Context: an optimization exercise on an open-source flow, tuned for small area. The choices shown serve that exercise and are no tape-out recipe.
The RTL was checked by simulation tests, not by an equivalence proof against the original design.
No activity file was given, so power comes from the tool's default toggle rates.

**flow/config.mk**
```make
export PLATFORM = sky130hd
export DESIGN_NAME = I2C_Top
export DESIGN_NICKNAME = I2C_Top
export VERILOG_FILES = /design/flow/design.v
export SDC_FILE = /design/flow/constraint.sdc
export NUM_CORES = 4
export LEC_CHECK = 0
export ABC_AREA = 1
export CAP_MARGIN = 20
export CORE_MARGIN = 2
export CORE_UTILIZATION = 85
export CTS_BUF_LIST = sky130_fd_sc_hd__clkbuf_2 sky130_fd_sc_hd__clkbuf_4
export PLACE_DENSITY = 0.92
export SLEW_MARGIN = 20
```
**flow/constraint.sdc**
```tcl
create_clock -name core_clock -period 15.0 [get_ports {clk}]
set_input_delay 3.0000 -clock core_clock [delete_from_list [all_inputs] [get_ports {clk}]]
set_output_delay 3.0000 -clock core_clock [all_outputs]
set_load 0.01 [all_outputs]
```
**flow/design.v**
```verilog
module i2c_master  
    (input clk,
    input rst,
    output Sda_Out,
    input Sda_In,
    input Processor_Ready,
    input [6:0] Peripheral_Address,
    input [7:0] Command_Data_Frames,
    input Scl_Out,
    input i2c_writes,  
    input [3:0] SHT_Reads,
    input CRC_Error_Out,
    input [2:0] Scl_State_Out,
    output [3:0] Bytes_Received,
    output [7:0] Data_Received,
    output [3:0] Output_Received_Counter,
    output [2:0] Master_State_Out,
    input Scl_Flag_Out,
    output Bit_Strobe,      
    output Byte_Done        
    );
    localparam [6:0] Address_Bits = 7'b1000100;  
    localparam [7:0] Command_Bits = 8'b11100000;  
    parameter Master_Processor = 3'b000;
    parameter Master_Start = 3'b001;
    parameter Master_Transmit_Address = 3'b010;
    parameter Master_Receive = 3'b011;
    parameter Master_Write = 3'b100; 
    parameter Master_Ack = 3'b101;
    parameter Master_End = 3'b110;
    parameter Scl_Start = 3'b000;
    parameter Scl_Transmit = 3'b001;
    parameter Scl_Ack = 3'b010;
    parameter Scl_Stop = 3'b011;
    reg [18:0] Counter;
    reg [3:0] Bit_Counter;
    reg [2:0] Master_State;
    reg Master_Data;
    reg [7:0] Received_Data;
    reg Scl_Edge_Checker;
    reg [2:0] Total_Receive_Counter;
    reg Write_Flag;
    reg Ack_Pass;
    reg r_or_w;  
    reg Write_State_Flag;
    wire [8:0] Sda_Counter = Counter[8:0];
    wire [3:0] Transmit_Counter = Bit_Counter;
    wire [3:0] Receive_Counter = Bit_Counter;
    wire Sda_Counter_Ready = (Sda_Counter == 480);
    wire Sda_Inc_Ok = (Sda_Counter < 480);
    wire Sda_Half = (Sda_Counter > 240);
    wire [18:0] Sda_Inc = {10'd0, Sda_Counter + 9'd1};
    wire Last_Read = (Total_Receive_Counter == 3'd5);
    assign Sda_Out = Master_Data;
    assign Bytes_Received = 4'd0;
    assign Data_Received = Received_Data;
    assign Output_Received_Counter = {1'b0, Total_Receive_Counter};
    assign Master_State_Out = Master_State;
    wire Scl_Falling_Edge = (Scl_Edge_Checker && !Scl_Out);
    wire Scl_Rising_Edge = (!Scl_Edge_Checker && Scl_Out);
    wire In_Receive = (Master_State == Master_Receive);
    assign Bit_Strobe = In_Receive && Receive_Counter < 8 && Scl_Rising_Edge;
    assign Byte_Done = In_Receive && Receive_Counter == 9 && !Scl_Out && Sda_Half;
    always @(posedge clk) begin
        if (rst) begin
            Master_State <= Master_Processor;
            Counter <= 19'd0;
            Bit_Counter <= 4'd0;
            Total_Receive_Counter <= 3'd0;
            Write_Flag <= 1'b0;
            Master_Data <= 1'b1;
            Ack_Pass <= 1'b0;
            r_or_w <= 1'b0;
            Write_State_Flag <= 1'b0;
            Received_Data <= 8'd0;
            Scl_Edge_Checker <= 1'b0;
        end
        else begin
        case(Master_State)
            Master_Processor: begin
                Counter <= Counter + 1;
                if (Processor_Ready && Counter > 480) begin
                    Counter <= 0;
                    Master_State <= Master_Start;
                end
            end
            Master_Start: begin
                if (Sda_Inc_Ok) Counter <= Sda_Inc;
                Write_State_Flag <= 0;
                if ((Sda_In || Sda_Counter_Ready) && Scl_State_Out == Scl_Start) begin 
                    if (Scl_Out && Sda_Counter_Ready) Master_Data <= 0; 
                    if (Sda_Counter_Ready && Scl_Flag_Out) begin
                        Counter <= 0;
                        Master_State <= Master_Transmit_Address; 
                    end
                end
                if (Scl_State_Out != Scl_Start && Sda_Counter_Ready) Counter <= 0;
            end
            Master_Transmit_Address: begin
                if (!Scl_Out && Transmit_Counter < 8 && Scl_State_Out == Scl_Transmit) begin
                    if (Sda_Inc_Ok) begin
                        Counter <= Sda_Inc;
                        if (Sda_Half) begin
                            Bit_Counter <= Transmit_Counter + 1; 
                            Counter <= 0;
                            if (Transmit_Counter != 7)
                                Master_Data <= Address_Bits[3'd6 - Transmit_Counter[2:0]];
                        end
                    end        
                end
                if (Scl_Out && Transmit_Counter < 8) Counter <= 0;
                if (Transmit_Counter == 8) begin
                    if (Sda_Inc_Ok) Counter <= Sda_Inc;
                    Master_Data <= r_or_w;
                    if (Sda_Counter_Ready && !Scl_Out) begin
                        Bit_Counter <= 0; 
                        Counter <= 0;
                        Master_State <= Master_Ack; 
                    end 	
                end
            end
            Master_Ack: begin
                if (!Scl_Out && !Write_Flag) begin 
                    if (Sda_Inc_Ok) Counter <= Sda_Inc;
                    if (Sda_Half) begin
                        Master_Data <= 1;
                        Write_Flag <= 1;
                        Counter <= 0;
                    end
                end
                if (Write_Flag) begin 
                    if (Scl_Out && !Sda_In) Ack_Pass <= 1;
                    if (Scl_Out && Sda_In) begin
                        Write_Flag <= 0; 
                        Master_State <= Master_End;
                    end
                    if (Ack_Pass && Scl_State_Out == Scl_Ack) begin
                        if (r_or_w) begin
                            if (Sda_Inc_Ok) Counter <= Sda_Inc;
                            if (!Write_State_Flag) begin
                                Counter <= 0;
                                Write_Flag <= 0; 
                                Ack_Pass <= 0;
                                Master_State <= Master_Receive; 
                            end
                            if (Write_State_Flag && Sda_Half) begin
                                Counter <= 0;
                                Write_Flag <= 0; 
                                Ack_Pass <= 0;
                                Master_Data <= 0;
                                Master_State <= Master_End;
                            end
                        end
                        else begin
                            Write_Flag <= 0; 
                            Ack_Pass <= 0;
                            Master_State <= Master_Write; 
                        end
                    end
                end
            end
            Master_Write: begin
                if (!Scl_Out && Transmit_Counter < 8 && Scl_State_Out == Scl_Transmit) begin
                    if (Sda_Inc_Ok) Counter <= Sda_Inc;
                    if (Sda_Half) begin
                        Bit_Counter <= Transmit_Counter + 1; 
                        Counter <= 0;
                        Master_Data <= Command_Bits[3'd7 - Transmit_Counter[2:0]];
                    end
                end
                if (Scl_Out && Transmit_Counter < 8) Counter <= 0;
                if (Transmit_Counter == 8) begin
                    if (Sda_Inc_Ok) Counter <= Sda_Inc;
                    if (!r_or_w) begin
                        r_or_w <= 1;
                        Write_State_Flag <= 1;
                    end
                    if (Sda_Counter_Ready && !Scl_Out) begin
                        Bit_Counter <= 0;
                        Master_State <= Master_Ack;
                    end
                end
            end
            Master_Receive: begin                                 
                if (Scl_Out) Counter <= 0;
                Scl_Edge_Checker <= Scl_Out;
                if (Receive_Counter < 8 && Scl_Rising_Edge) begin
		            Bit_Counter <= Receive_Counter + 1;
		            Received_Data[3'd7 - Receive_Counter[2:0]] <= Sda_In;
	            end
                if (Receive_Counter == 8 && !Scl_Out && !Scl_Falling_Edge) begin 
                    if (Sda_Inc_Ok) Counter <= Sda_Inc;
                    if (Sda_Half) begin
                        if (!Last_Read) Master_Data <= 0; 
                        Bit_Counter <= Receive_Counter + 1; 
                        Counter <= 0;
                    end
                end
                if (Receive_Counter == 9 && !Scl_Out) begin
                    if (Sda_Inc_Ok) Counter <= Sda_Inc;
                    if (Sda_Half) begin
                        Master_Data <= 1;    
                        Bit_Counter <= 0; 
                        Total_Receive_Counter <= Total_Receive_Counter + 1;
                        Counter <= 0;
                        if (Last_Read) begin
                            Total_Receive_Counter <= 0;
                            Master_Data <= 0; 
                            r_or_w <= 0;
                            Master_State <= Master_End;                         
                        end
                    end                    
                end
                if (CRC_Error_Out) begin
                    Bit_Counter <= 0;
                    Scl_Edge_Checker <= 0;
                    Total_Receive_Counter <= 0;
                    Master_State <= Master_End;
                end
            end
            Master_End: begin
                if (Sda_Inc_Ok) Counter <= Sda_Inc;
                if (Scl_State_Out == Scl_Stop) begin
                    if (Scl_Out && Sda_Counter_Ready) begin
                        Counter <= 0;
                        Master_Data <= 1; 
                    end
                end
                if (Scl_State_Out == Scl_Start && Sda_Counter_Ready) begin
                    Counter <= 0;
                    Master_State <= Master_Processor; 
                end
                if (Scl_State_Out == Scl_Transmit) Counter <= 0;
            end
            default: ;
        endcase
        end
    end
endmodule
module i2c_scl 
    (input clk,
    input rst,
    output Scl_Out,
    input Sda_In,
    input [3:0] SHT_Reads,
    input [3:0] Output_Received_Counter,
    input [2:0] Master_State_Out,
    output [2:0] Scl_State_Out,
    output Scl_Flag_Out
    );
    parameter Scl_Start = 3'b000;
    parameter Scl_Transmit = 3'b001;
    parameter Scl_Ack = 3'b010;
    parameter Scl_Stop = 3'b011;
    parameter Master_Processor = 3'b000;
    parameter Master_Start = 3'b001;
    parameter Master_Transmit_Address = 3'b010;
    parameter Master_Receive = 3'b011;
    parameter Master_Write = 3'b100; 
    parameter Master_Ack = 3'b101;
    parameter Master_End = 3'b110;
    reg [2:0] Scl_State;
    reg [8:0] Scl_Counter;
    reg Scl_Out_Local;
    reg [4:0] Scl_Transmit_Counter;
    reg Scl_Flag; 
    wire Scl_Counter_Ready;
    assign Scl_Out = Scl_Out_Local;
    assign Scl_State_Out = Scl_State;
    assign Scl_Counter_Ready = (Scl_Counter == 480);
    assign Scl_Flag_Out = Scl_Flag;
    always @(posedge clk) begin
        if (rst) begin
            Scl_Counter <= 5'd0;
            Scl_Transmit_Counter <= 5'd0;
            Scl_State <= Scl_Start;
            Scl_Out_Local <= 1;
            Scl_Flag <= 0;
        end
        else begin
        case (Scl_State)
            Scl_Start: begin  
                if (Master_State_Out == Master_Start) begin  
                    if (!Sda_In && !Scl_Flag) begin
                        Scl_Counter <= Scl_Counter + 1;
                        if (Scl_Counter_Ready) begin
                            Scl_Out_Local <= 0;
                            Scl_Counter <= 0;
                            Scl_Flag <= 1;
                        end
                    end
                end
                if (Scl_Flag == 1) begin
                    Scl_Counter <= Scl_Counter + 1;
                    if (Scl_Counter_Ready) begin
                        Scl_Counter <= 0;
                        Scl_Flag <= 0;
                        Scl_State <= Scl_Transmit;
                    end
                end                
            end
            Scl_Transmit: begin  
                if (Scl_Transmit_Counter < 18) begin  
                    if (Scl_Counter_Ready) begin
                        if (Scl_Out) begin
                            Scl_Out_Local <= 0;
                            Scl_Counter <= 0;
                            Scl_Transmit_Counter <= Scl_Transmit_Counter + 1;
                        end
                        else begin
                            Scl_Out_Local <= 1;
                            Scl_Counter <= 0;
                            Scl_Transmit_Counter <= Scl_Transmit_Counter + 1;
                        end
                    end
                    else begin
                        Scl_Counter <= Scl_Counter + 1;
                    end
                end
                else begin
                    Scl_Counter <= 0;
                    Scl_Transmit_Counter <= 0; 
                    Scl_State <= Scl_Ack;
                end
            end
            Scl_Ack: begin  
                if (Master_State_Out == Master_End) begin 
                    Scl_State <= Scl_Stop;
                end
                if (Master_State_Out == Master_Start) begin
                    Scl_Counter <= Scl_Counter + 1;
                    if (Scl_Counter_Ready) begin
                        Scl_Out_Local <= 1;
                        Scl_Counter <= 0;
                        Scl_State <= Scl_Start;
                    end
                end
                else if ((Master_State_Out == Master_Receive && SHT_Reads != Output_Received_Counter) || Master_State_Out == Master_Transmit_Address || Master_State_Out == Master_Write) begin  
                    Scl_State <= Scl_Transmit;
                end
            end
            Scl_Stop: begin  
                if (Master_State_Out == Master_End) begin
                    Scl_Counter <= Scl_Counter + 1;
                    if (Scl_Counter > 240) begin
                        Scl_Counter <= 0;
                        Scl_Out_Local <= 1;
                    end
                end
                if (Sda_In && Scl_Out_Local) begin
                    Scl_State <= Scl_Start;
                end
            end
        endcase
        end
    end
endmodule
module i2c_sht40
    (
        input clk,
        input rst,
        input [3:0] Output_Received_Counter,
        input [7:0] Data_Received, 
        input Bit_Strobe,
        input Bit_In,
        input Byte_Done,
        output [3:0] SHT_Reads,
        output [15:0] Temperature_Output,
        output [15:0] Humidity_Output,
        output Temp_Ready_Out, RH_Ready_Out,
        output CRC_Error_Out
    );
    reg Done1, Done2;
    reg [7:0] CRC;
    reg CRC_Error;
    reg Temp_Ready, RH_Ready;
    reg [15:0] Temperature, Humidity;
    wire [2:0] ORC = Output_Received_Counter[2:0];
    assign SHT_Reads = 4'd5;
    assign Temperature_Output = Temperature;
    assign Humidity_Output = Humidity;
    assign Temp_Ready_Out = Temp_Ready;
    assign RH_Ready_Out = RH_Ready;
    assign CRC_Error_Out = CRC_Error;
    wire Check = Done2 && (ORC == 3'd3 || ORC == 3'd0);
    wire CRC_Ok = (CRC == 8'd0);
    always @(posedge clk) begin
        if (rst) begin
            Done1 <= 1'b0;
            Done2 <= 1'b0;
            CRC <= 8'hFF;
            CRC_Error <= 1'b0;
            RH_Ready <= 0;
            Temp_Ready <= 0;
            Temperature <= 16'd0;
            Humidity <= 16'd0;
        end
        else begin
            Done1 <= Byte_Done;
            Done2 <= Done1;
            CRC_Error <= Check && !CRC_Ok;
            if (Done1 && ORC == 3'd1) RH_Ready <= 0;
            if (Done1 && ORC == 3'd4) Temp_Ready <= 0;
            if (Done2 && ORC == 3'd1) Temperature[15:8] <= Data_Received;
            if (Done2 && ORC == 3'd2) Temperature[7:0] <= Data_Received;
            if (Done2 && ORC == 3'd4) Humidity[15:8] <= Data_Received;
            if (Done2 && ORC == 3'd5) Humidity[7:0] <= Data_Received;
            if (Check && CRC_Ok && ORC == 3'd3) Temp_Ready <= 1;
            if (Check && CRC_Ok && ORC == 3'd0) RH_Ready <= 1;
            if (Bit_Strobe)
                CRC <= {CRC[6:0], 1'b0} ^ ((CRC[7] ^ Bit_In) ? 8'h31 : 8'h00);
            if (Check)
                CRC <= 8'hFF;
        end
    end
endmodule
module seg_rca #(parameter W = 8)
    (input [W-1:0] a, input [W-1:0] b, input ci, output [W-1:0] s);
    wire [W:0] c;
    assign c[0] = ci;
    genvar i;
    generate for (i = 0; i < W; i = i + 1) begin : bit_
        assign s[i] = a[i] ^ b[i] ^ c[i];
        assign c[i+1] = (a[i] & b[i]) | (c[i] & (a[i] ^ b[i]));
    end endgenerate
endmodule
module segdisplay 
    (
        input clk,
        input rst,
        input [15:0] i_temp, i_rh,
        input i_r_temp, i_r_rh,
        output an7, an6, an5, an4, an3, an2, an1, an0,  
        output ca, cb, cc, cd, ce, cf, cg, dp  
    );
    wire [18:0] t5;
    seg_rca #(19) a_t5 (.a({3'b0, i_temp}), .b({1'b0, i_temp, 2'b0}), .ci(1'b0), .s(t5));
    wire [22:0] pt;
    seg_rca #(23) a_pt (.a({t5[16:0], 6'b0}), .b(~{4'b0, t5}), .ci(1'b1), .s(pt));
    wire [18:0] dt;
    seg_rca #(19) a_dt (.a({3'b0, pt[15:0]}), .b({1'b0, pt[15:0], 2'b0}), .ci(1'b0), .s(dt));
    wire [3:0] temp_deci = dt[18:15];
    wire [17:0] h3;
    seg_rca #(18) a_h3 (.a({2'b0, i_rh}), .b({1'b0, i_rh, 1'b0}), .ci(1'b0), .s(h3));
    wire [22:0] ph;
    seg_rca #(23) a_ph (.a({i_rh, 7'b0}), .b(~{5'b0, h3}), .ci(1'b1), .s(ph));
    wire [18:0] dh;
    seg_rca #(19) a_dh (.a({3'b0, ph[15:0]}), .b({1'b0, ph[15:0], 2'b0}), .ci(1'b0), .s(dh));
    wire [3:0] rh_deci = dh[18:15];
    reg [10:0] cnt;
    reg [2:0] sd;
    reg blank;
    reg [3:0] code;
    reg [6:0] ut, uh;
    wire load_ok = (cnt < 11'd1993);
    always @(posedge clk) begin
        if (rst) begin
            ut <= 7'd49;
            uh <= 7'd6;
        end else begin
            if (i_r_temp && load_ok) ut <= pt[22:16];
            if (i_r_rh && load_ok) uh <= ph[22:16];
        end
    end
    wire [2:0] nd = sd + 1;
    wire [6:0] v = nd[2] ? (uh - 7'd6) : (ut - 7'd49);
    wire [3:0] tens = (v >= 100) ? 4'd15 : v / 10;
    wire [3:0] ones = v % 10;
    wire [3:0] ncode = (nd[1:0] == 2'd0) ? tens :
                       (nd[1:0] == 2'd1) ? ones :
                       (nd[1:0] == 2'd2) ? (nd[2] ? rh_deci : temp_deci) :
                       (nd[2] ? 4'd11 : 4'd10);
    always @(posedge clk) begin
        if (rst) begin
            cnt <= 11'd2001;
            sd <= 3'd7;
            blank <= 1;
            code <= 4'd15;
        end else begin
            if (cnt == 11'd2001) begin
                cnt <= 0;
                sd <= nd;
                blank <= 0;
                code <= ncode;
            end else
                cnt <= cnt + 1;
        end
    end
    assign an7 = blank | (sd != 3'd0);
    assign an6 = blank | (sd != 3'd1);
    assign an5 = blank | (sd != 3'd2);
    assign an4 = blank | (sd != 3'd3);
    assign an3 = blank | (sd != 3'd4);
    assign an2 = blank | (sd != 3'd5);
    assign an1 = blank | (sd != 3'd6);
    assign an0 = blank | (sd != 3'd7);
    assign dp = an6 & an2;
    wire [6:0] seg =
        (code == 4'd0) ? 7'b0000001 :
        (code == 4'd1) ? 7'b1001111 :
        (code == 4'd2) ? 7'b0010010 :
        (code == 4'd3) ? 7'b0000110 :
        (code == 4'd4) ? 7'b1001100 :
        (code == 4'd5) ? 7'b0100100 :
        (code == 4'd6) ? 7'b0100000 :
        (code == 4'd7) ? 7'b0001111 :
        (code == 4'd8) ? 7'b0000000 :
        (code == 4'd9) ? 7'b0000100 :
        (code == 4'd10) ? 7'b0111000 :
        (code == 4'd11) ? 7'b1001000 : 7'b1111111;
    assign {ca, cb, cc, cd, ce, cf, cg} = seg;
endmodule
module I2C_Top
    (
        input clk,
        input rst,  
        input processor,
        input Sda_In,  
        output Sda_Out,  
        output Scl_Out,  
        output an7, an6, an5, an4, an3, an2, an1, an0, ca, cb, cc, cd, ce, cf, cg, dp
    );
    wire [6:0] Address;
    wire [7:0] Data_Frames;
    wire writes;
    wire [3:0] shtreads, bytesreceived, outputreceivedcounter;
    wire [2:0] masterstateout;
    wire [7:0] datareceived;
    wire [15:0] tempoutput, rhoutput;
    wire tempreadyout, rhreadyout;
    wire [2:0] sclstateout;
    wire CRC_Error_Out;
    wire Scl_Flag_Out;
    wire bitstrobe, bytedone;
    i2c_master master1 (
        .clk (clk),
        .rst (rst),
        .Sda_Out(Sda_Out),
        .Sda_In(Sda_In),
        .Processor_Ready(processor),
        .Command_Data_Frames(Data_Frames),
        .Peripheral_Address(Address),
        .Scl_Out(Scl_Out),
        .i2c_writes(writes),
        .SHT_Reads(shtreads),
        .Bytes_Received(bytesreceived),
        .Data_Received(datareceived),
        .Output_Received_Counter(outputreceivedcounter),
        .Master_State_Out(masterstateout),
        .Scl_State_Out(sclstateout),
        .CRC_Error_Out(CRC_Error_Out),
        .Scl_Flag_Out(Scl_Flag_Out),
        .Bit_Strobe(bitstrobe),
        .Byte_Done(bytedone)
        );
    i2c_sht40 peripheral1 (
        .clk (clk),
        .rst (rst),
        .Output_Received_Counter(outputreceivedcounter),
        .Data_Received(datareceived),
        .Bit_Strobe(bitstrobe),
        .Bit_In(Sda_In),
        .Byte_Done(bytedone),
        .SHT_Reads(shtreads),
        .Temperature_Output(tempoutput),
        .Humidity_Output(rhoutput),
        .Temp_Ready_Out(tempreadyout),
        .RH_Ready_Out(rhreadyout),
        .CRC_Error_Out(CRC_Error_Out)
        );
    i2c_scl scl1 (
        .clk(clk),
        .rst (rst),
        .Scl_Out(Scl_Out),
        .Sda_In(Sda_In),
        .SHT_Reads(shtreads),
        .Output_Received_Counter(outputreceivedcounter),
        .Master_State_Out(masterstateout),
        .Scl_State_Out(sclstateout),
        .Scl_Flag_Out(Scl_Flag_Out)
    );
    segdisplay segdisplay1 (
        .clk(clk),
        .rst (rst),
        .i_temp(tempoutput),
        .i_rh(rhoutput),
        .i_r_temp(tempreadyout),
        .i_r_rh(rhreadyout),
        .an7(an7),
        .an6(an6),
        .an5(an5),
        .an4(an4),
        .an3(an3),
        .an2(an2),
        .an1(an1),
        .an0(an0),
        .ca(ca),
        .cb(cb),
        .cc(cc),
        .cd(cd),
        .ce(ce),
        .cf(cf),
        .cg(cg),
        .dp(dp)
    );
    assign Address = 7'b1000100;  
    assign Data_Frames = 8'b11100000;  
    assign writes = 1'b1;
endmodule
```
**flow/run.sh**
```bash
#!/bin/bash
# synth_recipe.tcl (not shown) runs the flow's synth.tcl, then flattens the netlist and writes it again
# the make line also repeats each setting of config.mk as NAME=value (left out here)
make -C /OpenROAD-flow-scripts/flow DESIGN_CONFIG=/design/flow/config.mk WORK_HOME=/design/flow/orfs CLKGATE_MAP_FILE= SYNTH_SCRIPT=/design/flow/synth_recipe.tcl finish
```
==> flow_summary_export.csv, run 1 <==
group,metric,value,unit
logic_synthesis,compound_gate_portion_of_the_synthesized_area,21.43,%
logic_synthesis,synthesis.yosys.warnings,4,
logic_synthesis,largest_family_of_logic_cells_by_synthesized_area,"simple AND/OR/NAND/NOR gates",
logic_synthesis,synthesis.nets,1712,
logic_synthesis,synth.avg_cell_area,7.014,um^2
logic_synthesis,synth-edff-count,0,
logic_synthesis,synth_area_leaders,"dfxtp_1 (25%), inv_1 (9.9%), fa_1 (9.6%)",
run_status,status,"aborted with a tool error",
run_status,tool_error,"[ERROR GPL-0301] Utilization 100.846 % exceeds 100%.",
logic_synthesis,synth_top_area_share,25.29,%
die,die_y,118.2,um
die,rows,41,
logic_synthesis,synthAdderAreaFrac,18.04,%
die,io-pin-count,22,
logic_synthesis,synth_top_cell_by_area,"dfxtp_1",
die,initial_core_util,87.46,%
die,die_w,118.2,um
place,port-buffer-count,21,
logic_synthesis,synth_simple_gate_area_share,22.25,%
logic_synthesis,yosysUniqueCellTypes,55,
logic_synthesis,synth-seq-area-share,25.29,%
logic_synthesis,post_synth_instance_area,11080,um^2
logic_synthesis,yosys.cell_count.top_type,"inv_1",
logic_synthesis,asyncSetResetFlopFracSynth,0,%
logic_synthesis,postSynthRegisterBits,140,
logic_synthesis,muxShareOfSynthArea,0,%
logic_synthesis,yosys-top-cells-count,"inv_1 (291), nand2_1 (231), nor2_1 (151), o21ai_0 (148), dfxtp_1 (140)",
logic_synthesis,synthesized_netlist_cell_count,1580,
logic_synthesis,post_synth_xor_area_fraction,1.502,%
logic_synthesis,postSynth.topFlopCell,"dfxtp_1",
run_status,flow.stopped_at,"global placement (3_3_place_gp)",
[kinds of logic after synthesis]
group,Yosys count
fa+ha+maj,128
buf+inv,337
simple gates,553
flops,140
compound gates,403
xor+xnor,19
==> run 2, diff against run 1 <==
--- a/flow/design.v
+++ b/flow/design.v
@@ -33,5 +33,6 @@
     parameter Scl_Ack = 3'b010;
     parameter Scl_Stop = 3'b011;
-    reg [18:0] Counter;
+    reg [8:0] Counter;
+    reg [9:0] Proc_High;
     reg [3:0] Bit_Counter;
     reg [2:0] Master_State;
@@ -44,5 +45,5 @@
     reg r_or_w;  
     reg Write_State_Flag;
-    wire [8:0] Sda_Counter = Counter[8:0];
+    wire [8:0] Sda_Counter = Counter;
     wire [3:0] Transmit_Counter = Bit_Counter;
     wire [3:0] Receive_Counter = Bit_Counter;
@@ -50,5 +51,16 @@
     wire Sda_Inc_Ok = (Sda_Counter < 480);
     wire Sda_Half = (Sda_Counter > 240);
-    wire [18:0] Sda_Inc = {10'd0, Sda_Counter + 9'd1};
+    wire [8:0] Sda_Inc = Counter + 9'd1;
+    wire Proc_Done = Processor_Ready && (Proc_High != 10'd0 || Counter > 480);
+    always @(posedge clk) begin
+        if (rst)
+            Proc_High <= 10'd0;
+        else if (Master_State == Master_Processor && !Proc_Done) begin
+            if (Counter == 9'd511)
+                Proc_High <= {Proc_High[8:0], Proc_High[9] ^ Proc_High[6] ^ (Proc_High[8:0] == 9'd0)};
+        end
+        else
+            Proc_High <= 10'd0;
+    end
     wire Last_Read = (Total_Receive_Counter == 3'd5);
     assign Sda_Out = Master_Data;
@@ -62,8 +74,10 @@
     assign Bit_Strobe = In_Receive && Receive_Counter < 8 && Scl_Rising_Edge;
     assign Byte_Done = In_Receive && Receive_Counter == 9 && !Scl_Out && Sda_Half;
+    always @(posedge clk)
+        if (Bit_Strobe) Received_Data <= {Received_Data[6:0], Sda_In};
     always @(posedge clk) begin
         if (rst) begin
             Master_State <= Master_Processor;
-            Counter <= 19'd0;
+            Counter <= 9'd0;
             Bit_Counter <= 4'd0;
             Total_Receive_Counter <= 3'd0;
@@ -73,5 +87,4 @@
             r_or_w <= 1'b0;
             Write_State_Flag <= 1'b0;
-            Received_Data <= 8'd0;
             Scl_Edge_Checker <= 1'b0;
         end
@@ -79,6 +92,6 @@
         case(Master_State)
             Master_Processor: begin
-                Counter <= Counter + 1;
-                if (Processor_Ready && Counter > 480) begin
+                Counter <= Sda_Inc;
+                if (Proc_Done) begin
                     Counter <= 0;
                     Master_State <= Master_Start;
@@ -187,5 +200,4 @@
                 if (Receive_Counter < 8 && Scl_Rising_Edge) begin
 		            Bit_Counter <= Receive_Counter + 1;
-		            Received_Data[3'd7 - Receive_Counter[2:0]] <= Sda_In;
 	            end
                 if (Receive_Counter == 8 && !Scl_Out && !Scl_Falling_Edge) begin 
@@ -434,18 +446,4 @@
         output ca, cb, cc, cd, ce, cf, cg, dp  
     );
-    wire [18:0] t5;
-    seg_rca #(19) a_t5 (.a({3'b0, i_temp}), .b({1'b0, i_temp, 2'b0}), .ci(1'b0), .s(t5));
-    wire [22:0] pt;
-    seg_rca #(23) a_pt (.a({t5[16:0], 6'b0}), .b(~{4'b0, t5}), .ci(1'b1), .s(pt));
-    wire [18:0] dt;
-    seg_rca #(19) a_dt (.a({3'b0, pt[15:0]}), .b({1'b0, pt[15:0], 2'b0}), .ci(1'b0), .s(dt));
-    wire [3:0] temp_deci = dt[18:15];
-    wire [17:0] h3;
-    seg_rca #(18) a_h3 (.a({2'b0, i_rh}), .b({1'b0, i_rh, 1'b0}), .ci(1'b0), .s(h3));
-    wire [22:0] ph;
-    seg_rca #(23) a_ph (.a({i_rh, 7'b0}), .b(~{5'b0, h3}), .ci(1'b1), .s(ph));
-    wire [18:0] dh;
-    seg_rca #(19) a_dh (.a({3'b0, ph[15:0]}), .b({1'b0, ph[15:0], 2'b0}), .ci(1'b0), .s(dh));
-    wire [3:0] rh_deci = dh[18:15];
     reg [10:0] cnt;
     reg [2:0] sd;
@@ -454,4 +452,14 @@
     reg [6:0] ut, uh;
     wire load_ok = (cnt < 11'd1993);
+    wire [2:0] nd = sd + 1;
+    wire sel_h = load_ok ? i_r_rh : nd[2];
+    wire [15:0] x = sel_h ? i_rh : i_temp;
+    wire [18:0] xm;
+    seg_rca #(19) a_xm (.a({3'b0, x}), .b(sel_h ? {2'b0, x, 1'b0} : {1'b0, x, 2'b0}), .ci(1'b0), .s(xm));
+    wire [22:0] p;
+    seg_rca #(23) a_p (.a(sel_h ? {x, 7'b0} : {xm[16:0], 6'b0}), .b(~{4'b0, xm}), .ci(1'b1), .s(p));
+    wire [18:0] d;
+    seg_rca #(19) a_d (.a({3'b0, p[15:0]}), .b({1'b0, p[15:0], 2'b0}), .ci(1'b0), .s(d));
+    wire [3:0] deci = d[18:15];
     always @(posedge clk) begin
         if (rst) begin
@@ -459,9 +467,8 @@
             uh <= 7'd6;
         end else begin
-            if (i_r_temp && load_ok) ut <= pt[22:16];
-            if (i_r_rh && load_ok) uh <= ph[22:16];
+            if (i_r_temp && load_ok) ut <= p[22:16];
+            if (i_r_rh && load_ok) uh <= p[22:16];
         end
     end
-    wire [2:0] nd = sd + 1;
     wire [6:0] v = nd[2] ? (uh - 7'd6) : (ut - 7'd49);
     wire [3:0] tens = (v >= 100) ? 4'd15 : v / 10;
@@ -469,5 +476,5 @@
     wire [3:0] ncode = (nd[1:0] == 2'd0) ? tens :
                        (nd[1:0] == 2'd1) ? ones :
-                       (nd[1:0] == 2'd2) ? (nd[2] ? rh_deci : temp_deci) :
+                       (nd[1:0] == 2'd2) ? deci :
                        (nd[2] ? 4'd11 : 4'd10);
     always @(posedge clk) begin
--- a/flow/config.mk
+++ b/flow/config.mk
@@ -9,6 +9,5 @@
 export CAP_MARGIN = 20
 export CORE_MARGIN = 2
-export CORE_UTILIZATION = 85
-export CTS_BUF_LIST = sky130_fd_sc_hd__clkbuf_2 sky130_fd_sc_hd__clkbuf_4
-export PLACE_DENSITY = 0.92
+export CORE_UTILIZATION = 65
+export CTS_BUF_LIST = sky130_fd_sc_hd__clkbuf_4 sky130_fd_sc_hd__clkbuf_8
 export SLEW_MARGIN = 20
==> flow_summary_export.csv, run 2 <==
group,metric,value,unit
layout,final_design_area_no_fill,10880,um^2
power_and_ir_drop,power.total,2.259,mW
sta,setup_total_negative_slack,0,ns
die,die_w,129,um
clocking,cts_root_buffer,"clkbuf_8",
place,port-buffer-count,21,
logic_synthesis,synthesis.yosys.warnings,4,
global_route,initial_antenna_violation_count,0,
logic_synthesis,synthesis.nets,1593,
logic_synthesis,synth.avg_cell_area,6.717,um^2
min_path,hold_path.startpoint,"peripheral1.Humidity[12]$_SDFFE_PP0P_",
power_and_ir_drop,p_per_area,207.6,nW/um^2
logic_synthesis,yosysUniqueCellTypes,63,
place,post_dp_cell_area,10500,um^2
logic_synthesis,postSynthRegisterBits,140,
sta,final_hold_viol_count,0,
logic_synthesis,synth_top_area_share,26.02,%
layout,nNetsFinal,1597,
critical_path,critPathCaptureType,"flip-flop",
clocking,clk_pin_slew,0.09,ns
route,drtIter0Drc,716,
clocking,postcts_setup_bufs,0,
clocking,clock-sinks,140,
min_path,timing.hold.worst.class,"reg -> reg",
clocking,cts_tree,"built",
clocking,postCtsHoldBufs,0,
flow_run,max-cap-violations,0,
sta,fin_crit_share,67.45,%
sta,rel_slew_slack,43.56,%
global_route,grtUsageTotal,31.07,%
sta,setup_viol,0,
logic_synthesis,post_synth_instance_area,10160,um^2
critical_path,crit_path_max_fanout,43,
route,postRouteAntennaNets,0,
global_route,first_global_vias,8892,
die,initial_core_util,66.56,%
layout,layout.cells.most_common_list,"inv_1 (283), nand2_1 (243), o21ai_0 (167)",
sta,holdWs,0.4501,ns
sta,finClkSkew,0.01888,ns
die,fp.coreArea,15260,um^2
layout,fillerInstances,1344,
power_and_ir_drop,leakagePower,4.841,nW
critical_path,critPathLaunch,"segdisplay1.sd[0]$_SDFFE_PP1N_",
global_route,grt.overflow.total,0,
critical_path,startpoint_type,"flip-flop",
critical_path,r2r_start,"segdisplay1.sd[0]$_SDFFE_PP1N_",
global_route,grt_start_max_net_pins,44,
logic_synthesis,synthesized_netlist_cell_count,1512,
die,io-pin-count,22,
die,dieArea,16640,um^2
clocking,worst_skew_pair.late_latency,0.47,ns
sta,fin_crit,10.12,ns
sta,fin_ws,4.882,ns
clocking,post_cts_resized,0,
logic_synthesis,synth_top_cell_by_area,"dfxtp_1",
sta,drv_slew,0,
place,place.gp.congestion,0.9303,
route,routed_wirelength,25290,um
logic_synthesis,postSynth.topFlopCell,"dfxtp_1",
route,firstDrtPassIters,7,
critical_path,slowest_delay,0.48,ns
clocking,htreeDepth,4,
layout,antennaDiodeCount,0,
sta,rsz_0062_raised_after_global_routing,"no",
place,pre_cts_ws,4.954,ns
sta,tightestPinTransition,0.8427,ns
layout,mostFrequentLayoutCell,"inv_1",
critical_path,worstPathRequired,15.36,ns
layout,top_regs,"peripheral1.Humidity (16), peripheral1.Temperature (16), segdisplay1.cnt (11)",
critical_path,timing.critical_path.mode_cell,"fa_1",
route,total_via_count_after_detailed_routing,9866,
clocking,cts-buffers-inserted,17,
logic_synthesis,yosys.cell_count.top_type,"inv_1",
logic_synthesis,synth-seq-area-share,28.38,%
logic_synthesis,synth_area_leaders,"dfxtp_1 (26%), inv_1 (10%), nand2_1 (9.0%)",
global_route,grt_first_pass_wirelength,41630,um
place,hpwlAfterDp,18770,um
layout,area_growth,7.157,%
logic_synthesis,synth-edff-count,8,
critical_path,critical_path_arrival,10.48,ns
route,routed_wire_length_per_instance,14.53,um
critical_path,worst-setup-path-type,"reg -> reg",
die,rows,45,
clocking,ctsLongestPathBuffers,2,
route,via_per_inst,5.670,
run_status,status,"finished clean",
sta,max_freq,98.83,MHz
critical_path,critical-path-slowest-cell,"nand2_1",
power_and_ir_drop,irDropWorstVdd,0.0002243,V
route,drc,0,
logic_synthesis,asyncSetResetFlopFracSynth,0,%
layout,drive_above_1_share,5.428,%
logic_synthesis,yosys-top-cells-count,"inv_1 (283), nand2_1 (243), o21ai_0 (167), nor2_1 (146), dfxtp_1 (132)",
die,die_y,129,um
run 2: worst paths after layout:
check                                               end  slack [ns]  cells past startpoint
setup / recovery         segdisplay1.uh[6]$_SDFFE_PP0P_        4.88                     37
hold reg to reg   peripheral1.Humidity[12]$_SDFFE_PP0P_        0.45                      2
hold / removal    peripheral1.Humidity[12]$_SDFFE_PP0P_        0.45                      2
setup reg to reg         segdisplay1.uh[6]$_SDFFE_PP0P_        4.88                     37
run 2: cell families (layout without fill, tap and decap cells):
kind of cell / after synthesis / after routing / synth area share, %
AO/OA/AOI/OAI: 403 / 403 / 22.75
XOR/XNOR: 17 / 17 / 1.540
adder cells (fa/ha/maj): 77 / 77 / 11.56
buffers and inverters: 335 / 352 / 12.63
flip-flops: 140 / 140 / 28.38
AND/OR/NAND/NOR: 540 / 540 / 23.14
run 2: per-stage QoR:
stage / std cells / util, %
after floorplan: 1512 / -
after global placement: 1708 / 68.79
after detailed placement: 1708 / 68.79
after CTS: 1740 / 71.29
after global routing: 1740 / 71.32
final: 1740 / 71.32
run 2: area by class of cell:
cell class	count	area (um^2)	share of cell area [%]
tap	211	264.0	2.426
multi-input combinational	1037	5996	55.09
inverter	293	1104	10.14
clock buffer	17	234.0	2.150
sequential	140	2883	26.49
clock inverter	15	147.6	1.357
timing repair buffer	27	255.2	2.345
run 2: metal layers:
metal	track usage [%]	vias to the layer above	share of wire, %
met5	0	-	0
met4	13.49	0	3.1
met3	6.112	65	7.1
met2	52.72	346	47
met1	38.55	4459	42
li1	-	4996	-
run 2: critical path, delay by kind of cell (launching register included):
family | cells | cell delay [ns]
adders and majority gates | 24 | 7.89
buffers and inverters | 7 | 0.68
xor gates and xnor gates | 1 | 0.08
DFF | 1 | 0.35
AOI/OAI and AO/OA | 2 | 0.26
and+or+nand+nor | 3 | 0.75
run 2: report_power, final:
group | switching, mW | leakage (nW) | internal, mW
clock | 0.174 | 0.198 | 0.123
combinational | 0.921 | 3.50 | 0.596
sequential | 0.0362 | 1.14 | 0.408
total | 1.13 | 4.84 | 1.13
==> run 3, diff against run 2 <==
--- a/flow/config.mk
+++ b/flow/config.mk
@@ -9,5 +9,5 @@
 export CAP_MARGIN = 20
 export CORE_MARGIN = 2
-export CORE_UTILIZATION = 65
-export CTS_BUF_LIST = sky130_fd_sc_hd__clkbuf_4 sky130_fd_sc_hd__clkbuf_8
+export CORE_UTILIZATION = 60
+export CTS_BUF_LIST = sky130_fd_sc_hd__clkbuf_8
 export SLEW_MARGIN = 20
==> flow_summary_export.csv, run 3 <==
group,metric,value,unit
critical_path,crit_path_max_fanout,43,
sta,fin_crit_share,66.94,%
logic_synthesis,synthesis.yosys.warnings,4,
route,routed_wirelength,25140,um
power_and_ir_drop,switching_power,1.120,mW
layout,mostFrequentLayoutCell,"inv_1",
route,drc,0,
critical_path,critical-path-slowest-cell,"nand2_1",
logic_synthesis,synth_top_area_share,26.02,%
logic_synthesis,synth-edff-count,8,
logic_synthesis,synth-seq-area-share,28.38,%
sta,tightestPinTransition,1.104,ns
layout,top_regs,"peripheral1.Humidity (16), peripheral1.Temperature (16), segdisplay1.cnt (11)",
sta,rsz_0062_raised_after_global_routing,"no",
power_and_ir_drop,clockPowerShare,13.3,%
critical_path,startpoint_type,"flip-flop",
route,postRouteAntennaNets,0,
die,fp.coreArea,16580,um^2
die,rows,47,
place,port-buffer-count,21,
power_and_ir_drop,switching_share,49.37,%
power_and_ir_drop,leakagePower,4.851,nW
layout,area_growth,7.355,%
logic_synthesis,postSynthRegisterBits,140,
critical_path,worst-setup-path-type,"reg -> reg",
sta,holdWs,0.4505,ns
critical_path,timing.critical_path.mode_cell,"fa_1",
global_route,grt.overflow.total,0,
sta,setup_total_negative_slack,0,ns
flow_run,max-cap-violations,0,
clocking,cts-buffers-inserted,17,
logic_synthesis,postSynth.topFlopCell,"dfxtp_1",
layout,layout.cells.most_common_list,"inv_1 (284), nand2_1 (243), o21ai_0 (167)",
critical_path,crit_buf_inv,7,
critical_path,slowest_delay,0.49,ns
logic_synthesis,yosysUniqueCellTypes,63,
logic_synthesis,synthesized_netlist_cell_count,1512,
global_route,initial_antenna_violation_count,0,
logic_synthesis,yosys-top-cells-count,"inv_1 (283), nand2_1 (243), o21ai_0 (167), nor2_1 (146), dfxtp_1 (132)",
route,via_per_inst,5.607,
logic_synthesis,post_synth_instance_area,10160,um^2
clocking,postcts_setup_bufs,0,
power_and_ir_drop,power.share.sequential,19.6,%
clocking,htreeDepth,4,
sta,drv_slew,0,
clocking,postCtsHoldBufs,0,
layout,drive_above_1_share,5.421,%
die,dieArea,17980,um^2
global_route,grt_first_pass_wirelength,42780,um
clocking,cts_root_buffer,"clkbuf_8",
place,place.gp.congestion,0.9774,
die,io-pin-count,22,
route,drtIter0Drc,886,
power_and_ir_drop,cell_internal_pwr,1.148,mW
clocking,clk_pin_slew,0.08,ns
critical_path,critPathCaptureType,"flip-flop",
logic_synthesis,synth_top_cell_by_area,"dfxtp_1",
sta,rel_slew_slack,26.10,%
place,hpwlAfterDp,18570,um
critical_path,crit_family,"adder cells",
logic_synthesis,synth_area_leaders,"dfxtp_1 (26%), inv_1 (10%), nand2_1 (9.0%)",
sta,max_freq,99.58,MHz
die,die_w,134.1,um
layout,nNetsFinal,1599,
critical_path,worstPathRequired,15.39,ns
run_status,status,"finished clean",
logic_synthesis,synth.avg_cell_area,6.717,um^2
die,initial_core_util,61.24,%
logic_synthesis,synthesis.nets,1593,
route,total_via_count_after_detailed_routing,9817,
clocking,worst_skew_pair.late_latency,0.47,ns
clocking,clock-sinks,140,
power_and_ir_drop,irDropWorstVdd,0.0003573,V
power_and_ir_drop,combinationalPowerShare,67.2,%
logic_synthesis,asyncSetResetFlopFracSynth,0,%
sta,setup_viol,0,
clocking,cts_tree,"built",
global_route,grtUsageTotal,29.10,%
sta,fin_crit,10.04,ns
power_and_ir_drop,p_per_area,208.0,nW/um^2
sta,finClkSkew,0.01640,ns
logic_synthesis,yosys.cell_count.top_type,"inv_1",
layout,sequential_cell_area,2883,um^2
route,routed_wire_length_per_instance,14.36,um
layout,antennaDiodeCount,0,
clocking,ctsLongestPathBuffers,2,
global_route,grt_start_max_net_pins,62,
die,die_y,134.1,um
layout,multi_input_area,5991,um^2
clocking,post_cts_resized,0,
critical_path,critical_path_arrival,10.43,ns
route,firstDrtPassIters,8,
layout,fillerInstances,1555,
global_route,first_global_vias,9093,
sta,final_hold_viol_count,0,
min_path,timing.hold.worst.class,"reg -> reg",
run 3: cell counts after synthesis:
Identical to the previous run, type by type.
run 3: cell families after synthesis:
| kind of cell | share of synthesized area [%] |
|---|---|
| XOR/XNOR | 1.540 |
| adder cells (fa/ha/maj) | 11.56 |
| flip-flops | 28.38 |
| buffers and inverters | 12.63 |
| AND/OR/NAND/NOR | 23.14 |
| AO/OA/AOI/OAI | 22.75 |
run 3: routing by layer:
layer | global-route usage [%] | share of wire [%] | vias up
met5 | 0 | 0 | -
met4 | 9.591 | 2.7 | 0
met3 | 5.291 | 6.6 | 72
met2 | 50.09 | 47 | 345
met1 | 37.04 | 43 | 4403
li1 | - | - | 4997
run 3: area by class of cell:
| cell class | instances | share of cell area (%) |
|---|---|---|
| Clock buffer | 18 | 2.272 |
| Tap cell | 220 | 2.525 |
| Sequential cell | 140 | 26.44 |
| Inverter | 293 | 10.12 |
| Timing Repair Buffer | 29 | 2.479 |
| Clock inverter | 14 | 1.216 |
| Multi-Input combinational cell | 1037 | 54.95 |
run 3: stage by stage:
stage / instance area [um^2] / cells / power [mW] / setup slack (ns) / utilization [%]
6_report: 10900 / 1751 / 2.268 / 4.958 / 65.75
2_1_floorplan: 10160 / 1512 / 1.629 / 5.911 / -
3_3_place_gp: 10520 / 1719 / 1.925 / 5.186 / 63.45
4_1_cts: 10900 / 1751 / 2.301 / 4.966 / 65.75
5_1_grt: 10900 / 1751 / 2.590 / 4.359 / 65.75
3_5_place_dp: 10520 / 1719 / 1.989 / 5.008 / 63.45
run 3: power by group through the flow:
stage,Sequential (mW),Clock [mW],Combinational (mW)
after global routing,0.449,0.322,1.82
after CTS,0.443,0.308,1.55
after global placement,0.451,0,1.47
after floorplan,0.437,0,1.19
after detailed placement,0.451,0,1.54
final,0.444,0.301,1.52
run 3: worst paths after layout:
| path | from | to | slack [ns] | depth (start not counted) |
|---|---|---|---|---|
| hold / removal | peripheral1.Humidity[12]$_SDFFE_PP0P_ | peripheral1.Humidity[12]$_SDFFE_PP0P_ | 0.45 | 2 |
| hold reg to reg | peripheral1.Humidity[12]$_SDFFE_PP0P_ | peripheral1.Humidity[12]$_SDFFE_PP0P_ | 0.45 | 2 |
| setup / recovery | segdisplay1.sd[0]$_SDFFE_PP1N_ | segdisplay1.uh[5]$_SDFFE_PP0P_ | 4.96 | 37 |
| setup reg to reg | segdisplay1.sd[0]$_SDFFE_PP1N_ | segdisplay1.uh[5]$_SDFFE_PP0P_ | 4.96 | 37 |
run 3: worst register-to-register path, delay by kind of cell, from the launching register on:
kind                       cells  cell delay (ns)
adders and majority gates     24             7.88
and+or+nand+nor                3             0.78
buffers and inverters          7             0.68
DFF                            1             0.35
AOI/OAI and AO/OA              3             0.29
==> run 4, diff against run 3 <==
==> flow/flow/run.sh (new file) <==
#!/bin/bash
# Own flow: the standard layout (standard.sh) throughout, except that the
# synthesis step reads a copy of ORFS's scripts in which abc_area.script is
# replaced by flow/abc_area.script (a stronger ABC area script). Synthesis
# still maps the flip-flops before ABC runs, so the registers, their names and
# cell types are those of the standard synthesis.
set -euo pipefail
W=$PWD
rm -rf "$W/scripts_mod"
cp -r "$FLOW_HOME/scripts" "$W/scripts_mod"
cp "$W/flow/abc_area.script" "$W/scripts_mod/abc_area.script"
bash standard.sh SCRIPTS_DIR="$W/scripts_mod" synth > "$W/standard_synth.log" 2>&1
bash standard.sh finish > "$W/standard_finish.log" 2>&1
==> flow/flow/abc_area.script (new file) <==
strash
&get -n
&deepsyn -T 60
&put
dch -f
map -a
topo
dnsize -c
==> flow/standard.sh (new file) <==
#!/bin/bash
# synth_recipe.tcl (not shown) runs the flow's synth.tcl, then flattens the netlist and writes it again
# the make line also repeats each setting of config.mk as NAME=value (left out here)
make -C /OpenROAD-flow-scripts/flow DESIGN_CONFIG=/design/flow/config.mk WORK_HOME=/design/flow/orfs CLKGATE_MAP_FILE= SYNTH_SCRIPT=/design/flow/synth_recipe.tcl "${@:-finish}"
--- a/flow/config.mk
+++ b/flow/config.mk
@@ -9,5 +9,7 @@
 export CAP_MARGIN = 20
 export CORE_MARGIN = 2
-export CORE_UTILIZATION = 60
-export CTS_BUF_LIST = sky130_fd_sc_hd__clkbuf_8
+export CORE_UTILIZATION = 65
+export CTS_BUF_LIST = sky130_fd_sc_hd__clkbuf_4 sky130_fd_sc_hd__clkbuf_8
+export CTS_CLUSTER_DIAMETER = 100
+export CTS_CLUSTER_SIZE = 40
 export SLEW_MARGIN = 20
removed: flow/run.sh
==> flow_summary_export.csv, run 4 <==
group,metric,value,unit
global_route,first_global_vias,6828,
sta,setup_total_negative_slack,0,ns
place,place_inst,1269,
route,routed_wirelength,17710,um
critical_path,crit_path_max_fanout,36,
die,dieArea,13360,um^2
layout,drive_above_1_share,3.354,%
clocking,clock-sinks,140,
logic_synthesis,synthesis.nets,1157,
power_and_ir_drop,p_per_area,214.2,nW/um^2
critical_path,critical-path-slowest-cell,"fa_1",
sta,setup_viol,0,
layout,top_regs,"peripheral1.Humidity (16), peripheral1.Temperature (16), segdisplay1.cnt (11)",
power_and_ir_drop,irDropWorstVdd,0.0002017,V
logic_synthesis,yosys-top-cells-count,"clkinv_1 (235), nor2_1 (139), dfxtp_1 (132), nand2_1 (104), a21oi_1 (84)",
global_route,grt_start_max_net_pins,37,
clocking,postCtsHoldBufs,0,
clocking,cts-buffers-inserted,17,
clocking,ctsLongestPathBuffers,2,
logic_synthesis,asyncSetResetFlopFracSynth,0,%
min_path,hold_path.startpoint,"peripheral1.Done1$_SDFF_PP0_",
logic_synthesis,synth_top_cell_by_area,"dfxtp_1",
critical_path,timing.critical_path.mode_cell,"fa_1",
logic_synthesis,yosysUniqueCellTypes,41,
die,fp.coreArea,12060,um^2
critical_path,worstPathRequired,15.33,ns
sta,tightestPinTransition,0.9060,ns
layout,nNetsFinal,1201,
die,rows,40,
die,die_y,115.6,um
place,hpwlAfterDp,13480,um
sta,fin_crit_share,66.42,%
layout,finish.cell_count_without_fillers,1301,
logic_synthesis,synth_top_area_share,32.64,%
route,drc,0,
global_route,grtUsageTotal,28.34,%
route,total_via_count_after_detailed_routing,7319,
flow_run,max-cap-violations,0,
logic_synthesis,postSynth.topFlopCell,"dfxtp_1",
sta,holdWs,0.4420,ns
die,initial_core_util,67.12,%
layout,mostFrequentLayoutCell,"clkinv_1",
critical_path,slowest_delay,0.45,ns
route,postRouteAntennaNets,0,
logic_synthesis,post_synth_instance_area,8095,um^2
sta,rsz_0062_raised_after_global_routing,"no",
critical_path,r2r_start,"segdisplay1.cnt[7]$_SDFF_PP1_",
critical_path,worst-setup-path-type,"reg -> reg",
route,routed_wire_length_per_instance,13.61,um
clocking,cts_tree,"built",
logic_synthesis,yosys.cell_count.top_type,"clkinv_1",
layout,fillerInstances,975,
sta,rel_slew_slack,38.96,%
critical_path,startpoint_type,"flip-flop",
global_route,grt.overflow.total,0,
critical_path,critPathCaptureType,"flip-flop",
sta,fin_crit,9.962,ns
logic_synthesis,synth-edff-count,8,
die,die_w,115.6,um
sta,final_hold_viol_count,0,
power_and_ir_drop,leakagePower,3.334,nW
logic_synthesis,postSynthRegisterBits,140,
clocking,postcts_setup_bufs,0,
layout,area_growth,10.91,%
logic_synthesis,synth.avg_cell_area,7.523,um^2
route,drtIter0Drc,442,
layout,layout.cells.most_common_list,"clkinv_1 (235), nor2_1 (139), dfxtp_1 (132)",
route,firstDrtPassIters,5,
sta,finClkSkew,0.01350,ns
layout,antennaDiodeCount,0,
sta,drv_slew,0,
logic_synthesis,synth-seq-area-share,35.61,%
layout,multi_input_area,4330,um^2
die,io-pin-count,22,
clocking,post_cts_resized,0,
logic_synthesis,synthesized_netlist_cell_count,1076,
sta,max_freq,100.4,MHz
min_path,timing.hold.worst.class,"reg -> reg",
clocking,clk_pin_slew,0.09,ns
clocking,cts_root_buffer,"clkbuf_8",
layout,sequential_cell_area,2883,um^2
route,via_per_inst,5.626,
global_route,grt_first_pass_wirelength,30350,um
place,place.gp.congestion,0.9456,
place,port-buffer-count,21,
clocking,worst_skew_pair.late_latency,0.45,ns
critical_path,critPathLaunch,"segdisplay1.cnt[7]$_SDFF_PP1_",
clocking,htreeDepth,4,
run_status,status,"finished clean",
critical_path,critical_path_arrival,10.29,ns
logic_synthesis,synth_area_leaders,"dfxtp_1 (33%), clkinv_1 (11%), ha_1 (7.6%)",
global_route,initial_antenna_violation_count,0,
logic_synthesis,synthesis.yosys.warnings,4,
==> run 4: cell types whose count changed after synthesis, moves of 13 or more <==
cell      change
o21ai_0     -107
nand3_1      -21
clkbuf_1     -37
nand2_1     -139
a21oi_1      -46
o22ai_1      +36
o211ai_1     -13
inv_1       -283
clkinv_1    +234
==> run 4: final cells by class <==
| type | count | share of cell area (%) |
|---|---|---|
| timing repair buffer | 25 | 2.676 |
| tap | 168 | 2.341 |
| multi-input combinational | 701 | 48.23 |
| clock buffer | 19 | 2.843 |
| clock inverter | 13 | 1.979 |
| inverter | 235 | 9.824 |
| sequential | 140 | 32.11 |
==> run 4: where the power goes <==
group          switching, mW  internal [mW]  total, mW
clock network          0.157          0.176      0.333
logic                  0.690          0.487       1.18
registers             0.0195          0.395      0.414
total                  0.866           1.06       1.92
==> run 4: path summary, 6_finish.rpt <==
path                            slack [ns]  cells past startpoint                             end
worst max-delay path                  5.04                     41  segdisplay1.ut[6]$_SDFFE_PP0P_
worst min-delay path                  0.44                      2    peripheral1.Done2$_SDFF_PP0_
worst max register to register        5.04                     41  segdisplay1.ut[6]$_SDFFE_PP0P_
worst min register to register        0.44                      2    peripheral1.Done2$_SDFF_PP0_
==> run 4: cell families after synthesis <==
family | synth area share (%)
flip-flops | 35.61
adder cells (fa/ha/maj) | 14.50
buffers and inverters | 10.90
multiplexers | 0.1237
AND/OR/NAND/NOR | 17.54
XOR/XNOR | 0.5409
AO/OA/AOI/OAI | 20.79
==> run 4: layer usage <==
metal	wire, um	track usage [%]
met4	516	12.21
met1	8119	36.65
met5	0	0
met3	905	6.485
met2	8166	45.81
==> run 4: critical path: cells and delay by family (launching register included) <==
kind	cells	cell delay [ns]
buffers and inverters	10	1.18
AND/OR/NAND/NOR	5	0.80
flip-flops	1	0.32
AO/OA/AOI/OAI	3	0.27
XOR/XNOR	1	0.21
adder cells (fa/ha/maj)	22	7.05
==> run 4: stage by stage <==
step	setup slack, ns	cell area [um^2]	power, mW	util, %
floorplan	4.686	8095	1.305	-
global placement	5.371	8546	1.558	70.85
detailed placement	5.138	8546	1.589	70.85
CTS	5.069	8979	1.937	74.44
global route	4.413	8979	2.150	74.44
finish	5.038	8979	1.923	74.44
==> run 5, diff against run 4 <==
--- a/flow/config.mk
+++ b/flow/config.mk
@@ -11,5 +11,3 @@
 export CORE_UTILIZATION = 65
 export CTS_BUF_LIST = sky130_fd_sc_hd__clkbuf_4 sky130_fd_sc_hd__clkbuf_8
-export CTS_CLUSTER_DIAMETER = 100
-export CTS_CLUSTER_SIZE = 40
 export SLEW_MARGIN = 20
==> flow_summary_export.csv, run 5 <==
group,metric,value,unit
route,firstDrtPassIters,5,
die,fp.coreArea,12060,um^2
layout,fillerInstances,975,
global_route,grt.overflow.total,0,
place,hpwlAfterDp,13480,um
logic_synthesis,synth_area_leaders,"dfxtp_1 (33%), clkinv_1 (11%), ha_1 (7.6%)",
logic_synthesis,synth-seq-area-share,35.61,%
layout,final_design_area_no_fill,8979,um^2
route,drc,0,
critical_path,critPathCaptureType,"flip-flop",
clocking,cts-buffers-inserted,17,
min_path,hold_path.startpoint,"peripheral1.Done1$_SDFF_PP0_",
route,routed_wire_length_per_instance,13.61,um
flow_run,max-cap-violations,0,
place,port-buffer-count,21,
critical_path,worst-r2r-cell-count,41,
power_and_ir_drop,combinationalPowerShare,61.2,%
min_path,worst_hold_path.num_cells,2,
power_and_ir_drop,irDropWorstVdd,0.0002017,V
die,dieArea,13360,um^2
layout,area_growth,10.91,%
power_and_ir_drop,p_per_area,214.2,nW/um^2
clocking,clock-sinks,140,
power_and_ir_drop,power.total,1.923,mW
run_status,status,"finished clean",
sta,setup_total_negative_slack,0,ns
route,total_via_count_after_detailed_routing,7319,
critical_path,crit-reg2reg-capture,"segdisplay1.ut[6]$_SDFFE_PP0P_",
critical_path,r2r_start,"segdisplay1.cnt[7]$_SDFF_PP1_",
critical_path,rrSetupSlack,5.04,ns
critical_path,worstPathRequired,15.33,ns
route,via_per_inst,5.626,
place,pre_cts_ws,5.138,ns
global_route,grtUsageTotal,28.34,%
place,post_dp_cell_area,8546,um^2
critical_path,crit_family,"adder cells",
power_and_ir_drop,switching_share,45.04,%
critical_path,startpoint_type,"flip-flop",
min_path,timing.hold.worst.class,"reg -> reg",
critical_path,slowest_delay,0.45,ns
logic_synthesis,postSynth.topFlopCell,"dfxtp_1",
critical_path,worst-setup-path-type,"reg -> reg",
logic_synthesis,postSynthRegisterBits,140,
power_and_ir_drop,power.share.sequential,21.5,%
place,place.gp.congestion,0.9456,
die,initial_core_util,67.12,%
route,postRouteAntennaNets,0,
sta,final_hold_viol_count,0,
sta,setup_viol,0,
clocking,cts_root_buffer,"clkbuf_8",
power_and_ir_drop,switching_power,0.8662,mW
sta,max_freq,100.4,MHz
global_route,grt_start_max_net_pins,37,
min_path,hold_crit_endpoint,"peripheral1.Done2$_SDFF_PP0_",
power_and_ir_drop,leakagePower,3.334,nW
place,place_inst,1269,
clocking,worst_skew_pair.late_latency,0.45,ns
logic_synthesis,yosys.cell_count.top_type,"clkinv_1",
sta,holdWs,0.4420,ns
sta,rel_slew_slack,38.96,%
layout,layout.cells.most_common_list,"clkinv_1 (235), nor2_1 (139), dfxtp_1 (132)",
clocking,clk_pin_slew,0.09,ns
logic_synthesis,yosysUniqueCellTypes,41,
clocking,postcts_setup_bufs,0,
logic_synthesis,synthesized_netlist_cell_count,1076,
clocking,cts_tree,"built",
sta,tightestPinTransition,0.9060,ns
power_and_ir_drop,clockPowerShare,17.3,%
route,routed_wirelength,17710,um
clocking,ctsLongestPathBuffers,2,
critical_path,critical_path_arrival,10.29,ns
clocking,postCtsHoldBufs,0,
logic_synthesis,synth_top_cell_by_area,"dfxtp_1",
logic_synthesis,synthesis.yosys.warnings,4,
layout,mostFrequentLayoutCell,"clkinv_1",
layout,postLayoutCoreUtil,74.44,%
die,io-pin-count,22,
power_and_ir_drop,cell_internal_pwr,1.057,mW
sta,fin_ws,5.038,ns
clocking,htreeDepth,4,
layout,top_regs,"peripheral1.Humidity (16), peripheral1.Temperature (16), segdisplay1.cnt (11)",
sta,finClkSkew,0.01350,ns
critical_path,timing.critical_path.mode_cell,"fa_1",
die,die_w,115.6,um
global_route,initial_antenna_violation_count,0,
logic_synthesis,post_synth_instance_area,8095,um^2
layout,drive_above_1_share,3.354,%
sta,fin_crit_share,66.42,%
critical_path,crit_path_max_fanout,36,
logic_synthesis,synth.avg_cell_area,7.523,um^2
critical_path,crit_buf_inv,10,
route,drtIter0Drc,442,
clocking,post_cts_resized,0,
logic_synthesis,yosys-top-cells-count,"clkinv_1 (235), nor2_1 (139), dfxtp_1 (132), nand2_1 (104), a21oi_1 (84)",
layout,nNetsFinal,1201,
logic_synthesis,synthesis.nets,1157,
layout,antennaDiodeCount,0,
logic_synthesis,synth-edff-count,8,
global_route,first_global_vias,6828,
global_route,grt_first_pass_wirelength,30350,um
critical_path,critical-path-slowest-cell,"fa_1",
logic_synthesis,asyncSetResetFlopFracSynth,0,%
sta,fin_crit,9.962,ns
die,rows,40,
logic_synthesis,synth_top_area_share,32.64,%
die,die_y,115.6,um
sta,drv_slew,0,
sta,rsz_0062_raised_after_global_routing,"no",
layout,finish.cell_count_without_fillers,1301,
## run 5: cell counts after synthesis
Identical to the previous run, type by type.
## run 5: final cells by class
class,count,area [um^2],area share (%)
Clock inverter,13,177.7,1.979
Clock buffer,19,255.2,2.843
Inverter,235,882.1,9.824
Timing Repair Buffer,25,240.2,2.676
Sequential cell,140,2883,32.11
Multi-Input combinational cell,701,4330,48.23
Tap cell,168,210.2,2.341
## run 5: how the worst max path moves through the flow
stage | start | end | cells past startpoint | slack [ns]
2_1_floorplan | segdisplay1.sd[0]$_SDFFE_PP1N_ | segdisplay1.uh[6]$_SDFFE_PP0P_ | 35 | 4.69
3_3_place_gp | segdisplay1.sd[0]$_SDFFE_PP1N_ | segdisplay1.ut[6]$_SDFFE_PP0P_ | 37 | 5.37
3_5_place_dp | segdisplay1.sd[0]$_SDFFE_PP1N_ | segdisplay1.uh[6]$_SDFFE_PP0P_ | 37 | 5.14
4_1_cts | segdisplay1.sd[0]$_SDFFE_PP1N_ | segdisplay1.ut[6]$_SDFFE_PP0P_ | 37 | 5.07
5_1_grt | segdisplay1.cnt[7]$_SDFF_PP1_ | segdisplay1.ut[6]$_SDFFE_PP0P_ | 41 | 4.41
6_report | segdisplay1.cnt[7]$_SDFF_PP1_ | segdisplay1.ut[6]$_SDFFE_PP0P_ | 41 | 5.04
## run 5: cell families after synthesis
group,count (synthesis),synth area share (%)
AND/OR/NAND/NOR,339,17.54
multiplexers,1,0.1237
XOR/XNOR,5,0.5409
adder cells (fa/ha/maj),77,14.50
buffers and inverters,235,10.90
AO/OA/AOI/OAI,279,20.79
flip-flops,140,35.61
## run 5: routing by layer
metal  vias to the layer above  track usage [%]  wire, um
met5                         -                0         0
met4                         0            12.21       516
met3                        48            6.485       905
met2                       196            45.81      8166
met1                      3313            36.65      8119
li1                       3762                -         -
## run 5: power by group through the flow
stage	sequential (mW)	clock [mW]	combinational, mW
after floorplan	0.418	0	0.888
after global placement	0.422	0	1.14
after detailed placement	0.422	0	1.17
after CTS	0.414	0.337	1.19
after global routing	0.417	0.355	1.38
final	0.414	0.333	1.18
## run 5: worst reg2reg max path: cells and delay by family (launching register included)
family                   cells  cell delay [ns]
XOR/XNOR                     1             0.21
buffers and inverters       10             1.19
AND/OR/NAND/NOR              5             0.82
flip-flops                   1             0.32
AO/OA/AOI/OAI                3             0.27
adder cells (fa/ha/maj)     22             7.05

port drivers added, routing unchanged:
No port has a modelled driver above. Below, the same layouts with a new extraction and two added sets of constraints.
Step 1, drivers: a clkbuf_16 drives clk and a buf_2 each remaining input, both assumed.
Step 2 also shifts input and output timing later by t, the mid clock arrival at the registers, as if the neighbouring blocks saw the same clock.
Three values: ideal, step 1, step 2; two values: the first two.
| run | t, ns | setup WS [ns] | hold slack, ns | latest minus earliest clock arrival (ns) |
|---|---|---|---|---|
| run 2 | 0.502 | 4.882 / 4.882 / 4.882 | 0.450 / 0.450 / 0.450 | 0.019 / 0.020 |
| run 3 | 0.506 | 4.958 / 4.958 / 4.958 | 0.450 / 0.450 / 0.450 | 0.017 / 0.017 |
| run 4 | 0.484 | 5.038 / 5.038 / 5.038 | 0.442 / 0.442 / 0.442 | 0.014 / 0.014 |
| run 5 | 0.484 | 5.038 / 5.038 / 5.038 | 0.442 / 0.442 / 0.442 | 0.014 / 0.014 |
After both steps setup and hold are still met in every run listed.
